What follows belongs to an exercise in optimizing a design on an open flow for small area; a production flow would make more cautious choices. Function was checked by simulation only, so behaviour that the tests miss may differ from the original. Power is estimated from default activity; no workload was simulated.

## run A
Design alu, start of the top module:
module alu(clk, rst, d1, d2, op, dout);
    input clk, rst;
    input [3:0] op;
    input [31:0] d1;
    input [31:0] d2;
    output reg [31:0] dout;
    wire is_add  = (op == 4'd0);
    wire is_sub  = (op == 4'd1);
    wire is_and  = (op == 4'd2);
    wire is_or   = (op == 4'd3);
    wire is_xor  = (op == 4'd4);
    wire is_srl  = (op == 4'd5);
    wire is_sll  = (op == 4'd6);
    wire is_slt  = (op == 4'd7);
    wire is_sra  = (op == 4'd8);
    wire is_sltu = (op == 4'd9);
    wire hold    = op[3] & (op[2] | op[1]);
    wire        sub = is_sub | is_slt | is_sltu;
    wire [31:0] bx  = d2 ^ {32{sub}};
    wire [31:0] pp  = d1 ^ bx;
    wire [31:0] gg  = d1 & bx;
    wire [32:0] pg0 = {pp, 1'b0};
    wire [32:0] gg0 = {gg, sub};
    wire G0_1 = gg0[1] | (pg0[1] & gg0[0]);
    wire P0_1 = pg0[1] & pg0[0];
    wire G0_3 = gg0[3] | (pg0[3] & gg0[2]);
    wire P0_3 = pg0[3] & pg0[2];
    wire G0_5 = gg0[5] | (pg0[5] & gg0[4]);
    wire P0_5 = pg0[5] & pg0[4];
    wire G0_7 = gg0[7] | (pg0[7] & gg0[6]);
    wire P0_7 = pg0[7] & pg0[6];
    wire G0_9 = gg0[9] | (pg0[9] & gg0[8]);
    wire P0_9 = pg0[9] & pg0[8];
    wire G0_11 = gg0[11] | (pg0[11] & gg0[10]);
    wire P0_11 = pg0[11] & pg0[10];
    wire G0_13 = gg0[13] | (pg0[13] & gg0[12]);
    wire P0_13 = pg0[13] & pg0[12];
    wire G0_15 = gg0[15] | (pg0[15] & gg0[14]);
    wire P0_15 = pg0[15] & pg0[14];
    wire G0_17 = gg0[17] | (pg0[17] & gg0[16]);
    wire P0_17 = pg0[17] & pg0[16];
    wire G0_19 = gg0[19] | (pg0[19] & gg0[18]);
    wire P0_19 = pg0[19] & pg0[18];
    wire G0_21 = gg0[21] | (pg0[21] & gg0[20]);
    wire P0_21 = pg0[21] & pg0[20];
    wire G0_23 = gg0[23] | (pg0[23] & gg0[22]);
    wire P0_23 = pg0[23] & pg0[22];
    wire G0_25 = gg0[25] | (pg0[25] & gg0[24]);
    wire P0_25 = pg0[25] & pg0[24];
    wire G0_27 = gg0[27] | (pg0[27] & gg0[26]);
    wire P0_27 = pg0[27] & pg0[26];
    wire G0_29 = gg0[29] | (pg0[29] & gg0[28]);
    wire P0_29 = pg0[29] & pg0[28];
    wire G0_31 = gg0[31] | (pg0[31] & gg0[30]);
    wire P0_31 = pg0[31] & pg0[30];
  ...
For scale: ~680 cells after synthesis, about 100 I/O pins.
==> flow/config.mk <==
export PLATFORM = sky130hd
export DESIGN_NAME = alu
export DESIGN_NICKNAME = alu
export VERILOG_FILES = /design/flow/design.v
export SDC_FILE = /design/flow/constraint.sdc
export NUM_CORES = 4
export LEC_CHECK = 0
export CAP_MARGIN = 20
export CORE_MARGIN = 2
export CORE_UTILIZATION = 40
export SLEW_MARGIN = 20
==> flow/constraint.sdc <==
create_clock -name core_clock -period 5.0 [get_ports {clk}]
set_input_delay 1.0000 -clock core_clock [delete_from_list [all_inputs] [get_ports {clk}]]
set_output_delay 1.0000 -clock core_clock [all_outputs]
set_load 0.01 [all_outputs]
standard.sh (not shown) runs the stock make flow with config.mk's settings and CLKGATE_MAP_FILE= SYNTH_SCRIPT=/design/flow/synth_recipe.tcl, a recipe that flattens the netlist after the stock synthesis.
==> flow/flow/run.sh <==
#!/bin/bash
# Own layout flow: the standard ORFS flow, with
#  - ORFS's synthesis run unchanged except that ABC maps with an area script
#    (flow/abc_area.script) in place of the delay-oriented one;
#  - ports buffered with sky130_fd_sc_hd__buf_1.
# Each tool's output goes to the ORFS logs under orfs/logs; make's to flow.log.
set -euo pipefail
W=$PWD
export AREA_ABC_SCRIPT=$W/flow/abc_area.script
{ head -n 1 synth_recipe.tcl; echo "source $W/flow/abc_hook.tcl"; tail -n +2 synth_recipe.tcl; } > synth_area.tcl
EXTRA=()
if [[ -f flow/make_args.txt ]]; then mapfile -t EXTRA < flow/make_args.txt; fi
bash standard.sh SYNTH_SCRIPT=$W/synth_area.tcl "${EXTRA[@]}" finish > flow.log 2>&1
==> flow/flow/abc_area.script <==
&get -n
&st
&dch
&nf -R 1000
&put
topo
stime -c
buffer -c
upsize -c
dnsize -c
==> flow/flow/abc_hook.tcl <==
# Run ABC with an area-oriented script instead of ORFS's delay-oriented one.
# Everything else in ORFS's synthesis is left as it is.
proc abc {args} {
  set i [lsearch -exact $args -script]
  if { $i >= 0 } {
    set args [lreplace $args [expr {$i + 1}] [expr {$i + 1}] $::env(AREA_ABC_SCRIPT)]
  }
  set j [lsearch -exact $args -D]
  if { $j >= 0 } {
    set args [lreplace $args $j [expr {$j + 1}]]
  }
  yosys abc {*}$args
}
==> flow/flow/make_args.txt <==
BUFFER_PORTS_ARGS=-buffer_cell sky130_fd_sc_hd__buf_1
CTS_ARGS=-sink_clustering_enable -repair_clock_nets -dont_use_dummy_load -buf_list sky130_fd_sc_hd__clkbuf_8
#### Input delta (run B over run A)
- CORE_UTILIZATION: 40 -> 60
- CAP_MARGIN: 20 -> 0
- PLACE_DENSITY: unset -> 0.7
- SLEW_MARGIN: 20 -> 0
Notes after the runs:
The run showing the greater area used by multi-input combinational logic is run B.
Power ends up higher on run B.
| maximum frequency | run A vs run B | ≈ equal |
Number of clock buffers in the layout: run B vs run A identical
The following lists how run C was set up differently from run B:
- changing SLEW_MARGIN from 0 to 20
- changing CORE_UTILIZATION from 60 to 40
- removing PLACE_DENSITY (formerly 0.7)
- changing CAP_MARGIN from 0 to 20
==> flow/flow/abc_area.script <==
&get -n
&st
&dch
&nf -R 1000
&put
-- flow/flow/make_args.txt --
<<< run B, line 3
>>> run C, line 3
RECOVER_POWER=100
Notes after the runs:
- Per the comparison of run C with run B, final cell count without fillers picked up an extra about 5%; fraction of the core area covered by cells at the end of the flow lost 20 points; area share of and/or/nand/nor cells after synthesis picked up an extra 0.32 points; share of synthesized cell area in full adder, half adder and majority cells picked up an extra 1.0 points.
- Re netlist area before placement: run B and run C aren't equal, and the higher value belongs to run B.
- Taking run B as the reference, in run C total chip power rose 1.6%; non-clock buffer count went up; ratio of final minimum period to clock period held; first-pass GRT wire length now sits higher.
- The actual transition at the worst max-transition pin was comparable across run B and run C.
Here is what was changed in the inputs of run D compared with run C.
-- flow/flow/abc_area.script --
<<< run C, line 6
>>> run D, line 6
topo
stime -c
buffer -c
upsize -c
dnsize -c
==> flow/flow/make_args.txt <==
BUFFER_PORTS_ARGS=-buffer_cell sky130_fd_sc_hd__buf_1
## What came out
- Diff run C..run D | total I/O pin count | unchanged
- Comparing run C and run D, the higher met3 routed wirelength was measured on run C.
- Vias: run D fewer than run C
- Compared with run C, run D shows global placement routability congestion that has gone down by a little under 10%.
- Across both runs, final setup slack of the worst path was higher for run D than for run C.
> inputs changed (run D -> run E)
-- flow/flow/make_args.txt --
<<< run D, line 2
>>> run E, line 2
CTS_ARGS=-sink_clustering_enable -repair_clock_nets -dont_use_dummy_load -buf_list sky130_fd_sc_hd__clkbuf_8
RECOVER_POWER=100
==> comparison <==
Between run D and run E, the count of unique library cells instantiated by Yosys does not differ in any meaningful way.
Final design instance area without fill on run E is ahead of run D.
On total power, run E does better than run D.

========
== v6 ==
Another version of the RTL of alu (not shown whole).
Size: roughly 32 flip-flops, about 100 I/O pins.
Settings: LEC_CHECK=0, CAP_MARGIN=20, CORE_MARGIN=2, CORE_UTILIZATION=40, PLACE_DENSITY=0.8, SLEW_MARGIN=20; clock period 5.0 ns.
==> flow/flow/run.sh <==
#!/bin/bash
# Own layout flow: the standard ORFS flow (standard.sh), with
#  - ORFS's synthesis run unchanged except that ABC maps with an area script
#    (flow/abc_area.script, hooked in by flow/abc_hook.tcl) in place of the
#    delay-oriented one;
#  - the extra make settings in flow/make_args.txt (one per line): ports
#    buffered with sky130_fd_sc_hd__buf_1, clock tree built from clkbuf_8
#    without dummy loads, and ORFS's power recovery (gate downsizing) after
#    global routing.
# The tools' logs are ORFS's own, under orfs/logs; make's output is flow.log.
set -euo pipefail
W=$PWD
export AREA_ABC_SCRIPT=$W/flow/abc_area.script
{ head -n 1 synth_recipe.tcl; echo "source $W/flow/abc_hook.tcl"; tail -n +2 synth_recipe.tcl; } > synth_area.tcl
EXTRA=()
if [[ -f flow/make_args.txt ]]; then mapfile -t EXTRA < flow/make_args.txt; fi
bash standard.sh SYNTH_SCRIPT=$W/synth_area.tcl "${EXTRA[@]}" finish > flow.log 2>&1
==> flow/flow/abc_area.script <==
&get -n
&st
&synch2
&nf -R 1000 -p -F 8 -A 4
&put
topo
stime -c
buffer -c
upsize -c
dnsize -c
==> flow/flow/make_args.txt <==
BUFFER_PORTS_ARGS=-buffer_cell sky130_fd_sc_hd__buf_1
CTS_ARGS=-sink_clustering_enable -repair_clock_nets -dont_use_dummy_load -buf_list sky130_fd_sc_hd__clkbuf_8
RECOVER_POWER=100
Scripts as last shown in full above: flow/flow/abc_hook.tcl
Input changes introduced in v7 (baseline for comparison: v6):
- a change of SLEW_MARGIN from 20 to 0
- a change of CAP_MARGIN from 20 to 0
- a deleted PLACE_DENSITY that had been 0.8
Delta (v7 minus v6): global router's overall resource usage went up by 2.6 points, worst voltage drop across the vdd grid has decreased.
In the flow results for v7 and v6, the clock network fraction of total power is smaller on v7.
Diff v6 -> v7: final worst-path cycle share shows an increase of 1.6 points, clock power shows a reduction of about 3%.

========
Starting RTL as in the previous note.
clock: 5.0 ns
lec_check: 0
cap_margin: 20
core_margin: 2
core_utilization: 40
slew_margin: 20
==> flow/flow/make_args.txt <==
BUFFER_PORTS_ARGS=-buffer_cell sky130_fd_sc_hd__buf_1
CTS_ARGS=-repair_clock_nets -dont_use_dummy_load -buf_list sky130_fd_sc_hd__clkbuf_8 -sink_clustering_enable -sink_buffer_max_cap_derate 1.0 -sink_clustering_size 32 -sink_clustering_max_diameter 300
RECOVER_POWER=100
Scripts as last shown in full above: flow/flow/run.sh, flow/flow/abc_area.script, flow/flow/abc_hook.tcl
Next try:
==> flow/flow/make_args.txt (replaced) <==
BUFFER_PORTS_ARGS=-buffer_cell sky130_fd_sc_hd__buf_1
CTS_ARGS=-sink_clustering_enable -repair_clock_nets -dont_use_dummy_load -buf_list sky130_fd_sc_hd__clkbuf_8
RECOVER_POWER=100
--- a/flow/config.mk
+++ b/flow/config.mk
@@ -8,4 +8,6 @@
 export CAP_MARGIN = 20
 export CORE_MARGIN = 2
-export CORE_UTILIZATION = 40
+export CORE_UTILIZATION = 30
+export GPL_ROUTABILITY_DRIVEN = 0
+export PLACE_DENSITY = 0.8
 export SLEW_MARGIN = 20
=> Fmax barely changes. Via count climbs by 1.3%. Setup slack improved by 9.8 ps. Global-route usage falls by 8.1 points. Core utilization falls by 11 points. Clock power increases by about 2%. Final area grows by 1.2%. Die area rises by about 32%. Cell count goes up by about 8%. Critical path depth stays the same. Total power barely changes.
Next try:
--- a/flow/config.mk
+++ b/flow/config.mk
@@ -8,6 +8,7 @@
 export CAP_MARGIN = 20
 export CORE_MARGIN = 2
-export CORE_UTILIZATION = 30
+export CORE_UTILIZATION = 40
 export GPL_ROUTABILITY_DRIVEN = 0
 export PLACE_DENSITY = 0.8
 export SLEW_MARGIN = 20
+export TNS_END_PERCENT = 0
After rerunning: Hold slack degrades by 15 ps. Cell area drops by 1.6%. Worst setup slack is better by 36 ps.
Next try:
==> flow/flow/run.sh (replaced) <==
#!/bin/bash
# Own layout flow: the standard ORFS flow, with
#  - ORFS's synthesis run unchanged except that ABC maps with an area script
#    (flow/abc_area.script) in place of the delay-oriented one;
#  - ports buffered with sky130_fd_sc_hd__buf_1.
# Each tool's output goes to the ORFS logs under orfs/logs; make's to flow.log.
set -euo pipefail
W=$PWD
export AREA_ABC_SCRIPT=$W/flow/abc_area.script
{ head -n 1 synth_recipe.tcl; echo "source $W/flow/abc_hook.tcl"; tail -n +2 synth_recipe.tcl; } > synth_area.tcl
EXTRA=()
if [[ -f flow/make_args.txt ]]; then mapfile -t EXTRA < flow/make_args.txt; fi
bash standard.sh SYNTH_SCRIPT=$W/synth_area.tcl "${EXTRA[@]}" finish > flow.log 2>&1
==> flow/flow/abc_area.script (replaced) <==
&get -n
&st
&dch
&nf -R 1000
&put
topo
stime -c
buffer -c
upsize -c
dnsize -c
--- a/flow/config.mk
+++ b/flow/config.mk
@@ -9,6 +9,3 @@
 export CORE_MARGIN = 2
 export CORE_UTILIZATION = 40
-export GPL_ROUTABILITY_DRIVEN = 0
-export PLACE_DENSITY = 0.8
 export SLEW_MARGIN = 20
-export TNS_END_PERCENT = 0
Effect: The new run passed the timing, design-rule and antenna checks. Maximum frequency went down by 4.3%. Global-route usage went up by 3.7 points. Die area went up by 1.7%. Via count went up by 1.7%. Power went up by 3.0%. Synthesized area went up by 1.7%. Sequential cell count stays the same. Hold slack degrades by 57 ps. Combinational power went up by 6.6%.
Next try:
--- a/flow/flow/run.sh
+++ b/flow/flow/run.sh
@@ -1,8 +1,12 @@
 #!/bin/bash
-# Own layout flow: the standard ORFS flow, with
+# Own layout flow: the standard ORFS flow (standard.sh), with
 #  - ORFS's synthesis run unchanged except that ABC maps with an area script
-#    (flow/abc_area.script) in place of the delay-oriented one;
-#  - ports buffered with sky130_fd_sc_hd__buf_1.
-# Each tool's output goes to the ORFS logs under orfs/logs; make's to flow.log.
+#    (flow/abc_area.script, hooked in by flow/abc_hook.tcl) in place of the
+#    delay-oriented one;
+#  - the extra make settings in flow/make_args.txt (one per line): ports
+#    buffered with sky130_fd_sc_hd__buf_1, clock tree built from clkbuf_8
+#    without dummy loads, and ORFS's power recovery (gate downsizing) after
+#    global routing.
+# The tools' logs are ORFS's own, under orfs/logs; make's output is flow.log.
 set -euo pipefail
 W=$PWD
==> flow/flow/abc_area.script (replaced) <==
&get -n
&st
&dc2
&synch2
&nf -R 1000 -p -F 8 -A 4
&put
topo
stime -c
buffer -c
upsize -c
dnsize -c
--- a/flow/config.mk
+++ b/flow/config.mk
@@ -9,3 +9,5 @@
 export CORE_MARGIN = 2
 export CORE_UTILIZATION = 40
+export GPL_ROUTABILITY_DRIVEN = 0
+export PLACE_DENSITY = 0.8
 export SLEW_MARGIN = 20
=> Area after synthesis drops by 2.1%. Cell area drops by 4.2%. Core utilization drops by 0.42 points. Sequential power barely changes. Power drops by about 5%. Via count drops by 0.78%. Worst setup slack is better by 69 ps. Count of clock-buffer cells in the layout stays the same.

========
alu again, from the RTL that the note above started with.
export LEC_CHECK = 0
export CAP_MARGIN = 20
export CORE_MARGIN = 2
export CORE_UTILIZATION = 40
export SLEW_MARGIN = 20
create_clock -name core_clock -period 5.0 [get_ports {clk}]
==> flow/flow/run.sh <==
#!/bin/bash
# Own layout flow: the standard ORFS flow, with
#  - ORFS's synthesis run unchanged except that ABC maps with an area script
#    (flow/abc_area.script) in place of the delay-oriented one;
#  - ports buffered with sky130_fd_sc_hd__buf_1.
# Each tool's output goes to the ORFS logs under orfs/logs; make's to flow.log.
set -euo pipefail
W=$PWD
export AREA_ABC_SCRIPT=$W/flow/abc_area.script
{ head -n 1 synth_recipe.tcl; echo "source $W/flow/abc_hook.tcl"; tail -n +2 synth_recipe.tcl; } > synth_area.tcl
EXTRA=()
if [[ -f flow/make_args.txt ]]; then mapfile -t EXTRA < flow/make_args.txt; fi
bash standard.sh SYNTH_SCRIPT=$W/synth_area.tcl "${EXTRA[@]}" finish > flow.log 2>&1
==> flow/flow/abc_area.script <==
&get -n
&st
&synch2
&nf -R 1000 -p
&put
topo
stime -c
buffer -c
upsize -c
dnsize -c
==> flow/flow/make_args.txt <==
BUFFER_PORTS_ARGS=-buffer_cell sky130_fd_sc_hd__buf_1
CTS_ARGS=-sink_clustering_enable -repair_clock_nets -dont_use_dummy_load -buf_list sky130_fd_sc_hd__clkbuf_8
RECOVER_POWER=100
Scripts as last shown in full above: flow/flow/abc_hook.tcl
Change:
--- a/flow/flow/run.sh
+++ b/flow/flow/run.sh
@@ -1,8 +1,12 @@
 #!/bin/bash
-# Own layout flow: the standard ORFS flow, with
+# Own layout flow: the standard ORFS flow (standard.sh), with
 #  - ORFS's synthesis run unchanged except that ABC maps with an area script
-#    (flow/abc_area.script) in place of the delay-oriented one;
-#  - ports buffered with sky130_fd_sc_hd__buf_1.
-# Each tool's output goes to the ORFS logs under orfs/logs; make's to flow.log.
+#    (flow/abc_area.script, hooked in by flow/abc_hook.tcl) in place of the
+#    delay-oriented one;
+#  - the extra make settings in flow/make_args.txt (one per line): ports
+#    buffered with sky130_fd_sc_hd__buf_1, clock tree built from clkbuf_8
+#    without dummy loads, and ORFS's power recovery (gate downsizing) after
+#    global routing.
+# The tools' logs are ORFS's own, under orfs/logs; make's output is flow.log.
 set -euo pipefail
 W=$PWD
Settings changed: GPL_TIMING_DRIVEN set to 0, SETUP_SLACK_MARGIN set to 0.05.
Outcome: The new run finished clean. Final cell count climbs by about 4%. Fmax drops by about 5%. Combinational power rises by 3.6%. Via count climbs by about 5%. Synthesized cell count stays the same. Sequential share of layout area falls by 0.16 points.
Change:
==> flow/flow/abc_area.script (replaced) <==
&get -n
&st
&synch2
&nf -R 1000 -p -F 8 -A 4
&put
topo
stime -c
buffer -c
upsize -c
dnsize -c
Settings changed: GPL_TIMING_DRIVEN 0 to not set, PLACE_DENSITY set to 0.9, SETUP_SLACK_MARGIN 0.05 to not set.
After rerunning: The new run finished clean. Sequential share of layout area went up by 0.32 points. Cell count went down by 5.1%. Die area went down by 0.35%. Maximum frequency went up by 2.5%.
Change:
==> flow/flow/abc_area.script (replaced) <==
&get -n
&st
&dch
&nf -R 1000
&put
topo
stime -c
buffer -c
upsize -c
dnsize -c
Settings changed: PLACE_DENSITY 0.9 to not set.
Effect:
- The changed run completed with no timing, DRC or antenna violations
- area after synthesis climbs slightly
- count of clock-buffer cells in the layout is unchanged
- setup slack gets worse by 0.12 ns
- final cell count grows by a few percent
- sequential power is about the same
- first-iteration DRC count went down by well over a third
- via count shrinks slightly
- wire length climbs by a little under a tenth
- die area is higher slightly
Change:
==> flow/flow/abc_area.script (replaced) <==
&get -n
&st
&synch2
&nf -R 1000 -p
&put
topo
stime -c
buffer -c
upsize -c
dnsize -c
==> flow/flow/make_args.txt (replaced) <==
BUFFER_PORTS_ARGS=-buffer_cell sky130_fd_sc_hd__buf_1
CTS_ARGS=-repair_clock_nets -dont_use_dummy_load -buf_list sky130_fd_sc_hd__clkbuf_8
RECOVER_POWER=100
Result: The new run passed the timing, design-rule and antenna checks. Design area fell by a few percent. Sequential share of layout area increases by 0.40 points. Setup slack is better by 0.24 ns. Clock power increases by a few percent. Routed wire length climbs by a few percent. Die area went down slightly. Utilization drops by 0.21 points. Worst hold slack gains 0.054 ns. Non-clock buffer count drops by 12. Global-route usage increases by 1.1 points.
Change:
==> flow/flow/abc_area.script (replaced) <==
&get -n
&st
&synch2
&nf -R 1000 -p -F 8 -A 4
&put
topo
stime -c
buffer -c
upsize -c
dnsize -c
==> flow/flow/make_args.txt (replaced) <==
BUFFER_PORTS_ARGS=-buffer_cell sky130_fd_sc_hd__buf_1
CTS_ARGS=-sink_clustering_enable -repair_clock_nets -dont_use_dummy_load -buf_list sky130_fd_sc_hd__clkbuf_8
RECOVER_POWER=100
ADDER_MAP_FILE=
The changed run ran to the end with no violations.
Clock-buffer cell count does not change.
Setup slack got worse by 0.022 ns.
Sequential share of layout area drops by 0.47 points.
Wire length is higher by 5.9%.

==> separate check: timing with driven ports <==
The flow's constraints put no driver on any port. The routed layouts listed below were extracted and timed again, unchanged, in two steps.
Step 1 (the two cells are an assumption about what drives the block):
set clk [get_ports {clk}]
set_driving_cell -lib_cell sky130_fd_sc_hd__clkbuf_16 $clk
set_driving_cell -lib_cell sky130_fd_sc_hd__buf_2 [delete_from_list [all_inputs] $clk]
Step 2, shift: input delay + t, output delay - t, t = (earliest + latest rising clock arrival at the registers) / 2. This alone moves slack from input paths to output paths.
Slacks: no drivers / after step 1 / after step 2; pairs: no drivers / after step 1.
run | t, ns | setup slack, ns | worst hold slack (ns)
run A | 0.328 | 0.257 / 0.267 / -0.060 | 0.521 / 0.521 / 0.521
run B | 0.319 | 0.247 / 0.257 / -0.061 | 0.516 / 0.516 / 0.516
run C | 0.348 | 0.245 / 0.241 / -0.107 | 0.522 / 0.522 / 0.522
run D | 0.321 | 0.329 / 0.342 / 0.021 | 0.521 / 0.521 / 0.521
run E | 0.327 | 0.247 / 0.256 / -0.070 | 0.527 / 0.527 / 0.527
v6 | 0.329 | 0.454 / 0.463 / 0.134 | 0.510 / 0.510 / 0.510
v7 | 0.316 | 0.372 / 0.376 / 0.060 | 0.520 / 0.520 / 0.520
the first run of note 3 | 0.316 | 0.372 / 0.376 / 0.060 | 0.520 / 0.520 / 0.520
the second run of note 3 | 0.329 | 0.382 / 0.393 / 0.064 | 0.525 / 0.525 / 0.525
the third run of note 3 | 0.326 | 0.417 / 0.430 / 0.104 | 0.510 / 0.510 / 0.510
the fourth run of note 3 | 0.311 | 0.209 / 0.216 / -0.095 | 0.452 / 0.452 / 0.452
the fifth run of note 3 | 0.316 | 0.278 / 0.285 / -0.031 | 0.536 / 0.536 / 0.536
the first run of note 4 | 0.323 | 0.450 / 0.461 / 0.138 | 0.506 / 0.506 / 0.506
the second run of note 4 | 0.332 | 0.212 / 0.216 / -0.115 | 0.520 / 0.520 / 0.520
the third run of note 4 | 0.310 | 0.330 / 0.340 / 0.030 | 0.519 / 0.519 / 0.519
the fourth run of note 4 | 0.311 | 0.209 / 0.216 / -0.095 | 0.452 / 0.452 / 0.452
the fifth run of note 4 | 0.323 | 0.450 / 0.461 / 0.138 | 0.506 / 0.506 / 0.506
the sixth run of note 4 | 0.334 | 0.428 / 0.439 / 0.106 | 0.466 / 0.466 / 0.466
Met with ideal ports but missed after step 2: setup timing in 8 of these runs. The setup slack of run C, which loses most, moves by -0.004 ns with the drivers and by -0.352 ns with both steps.
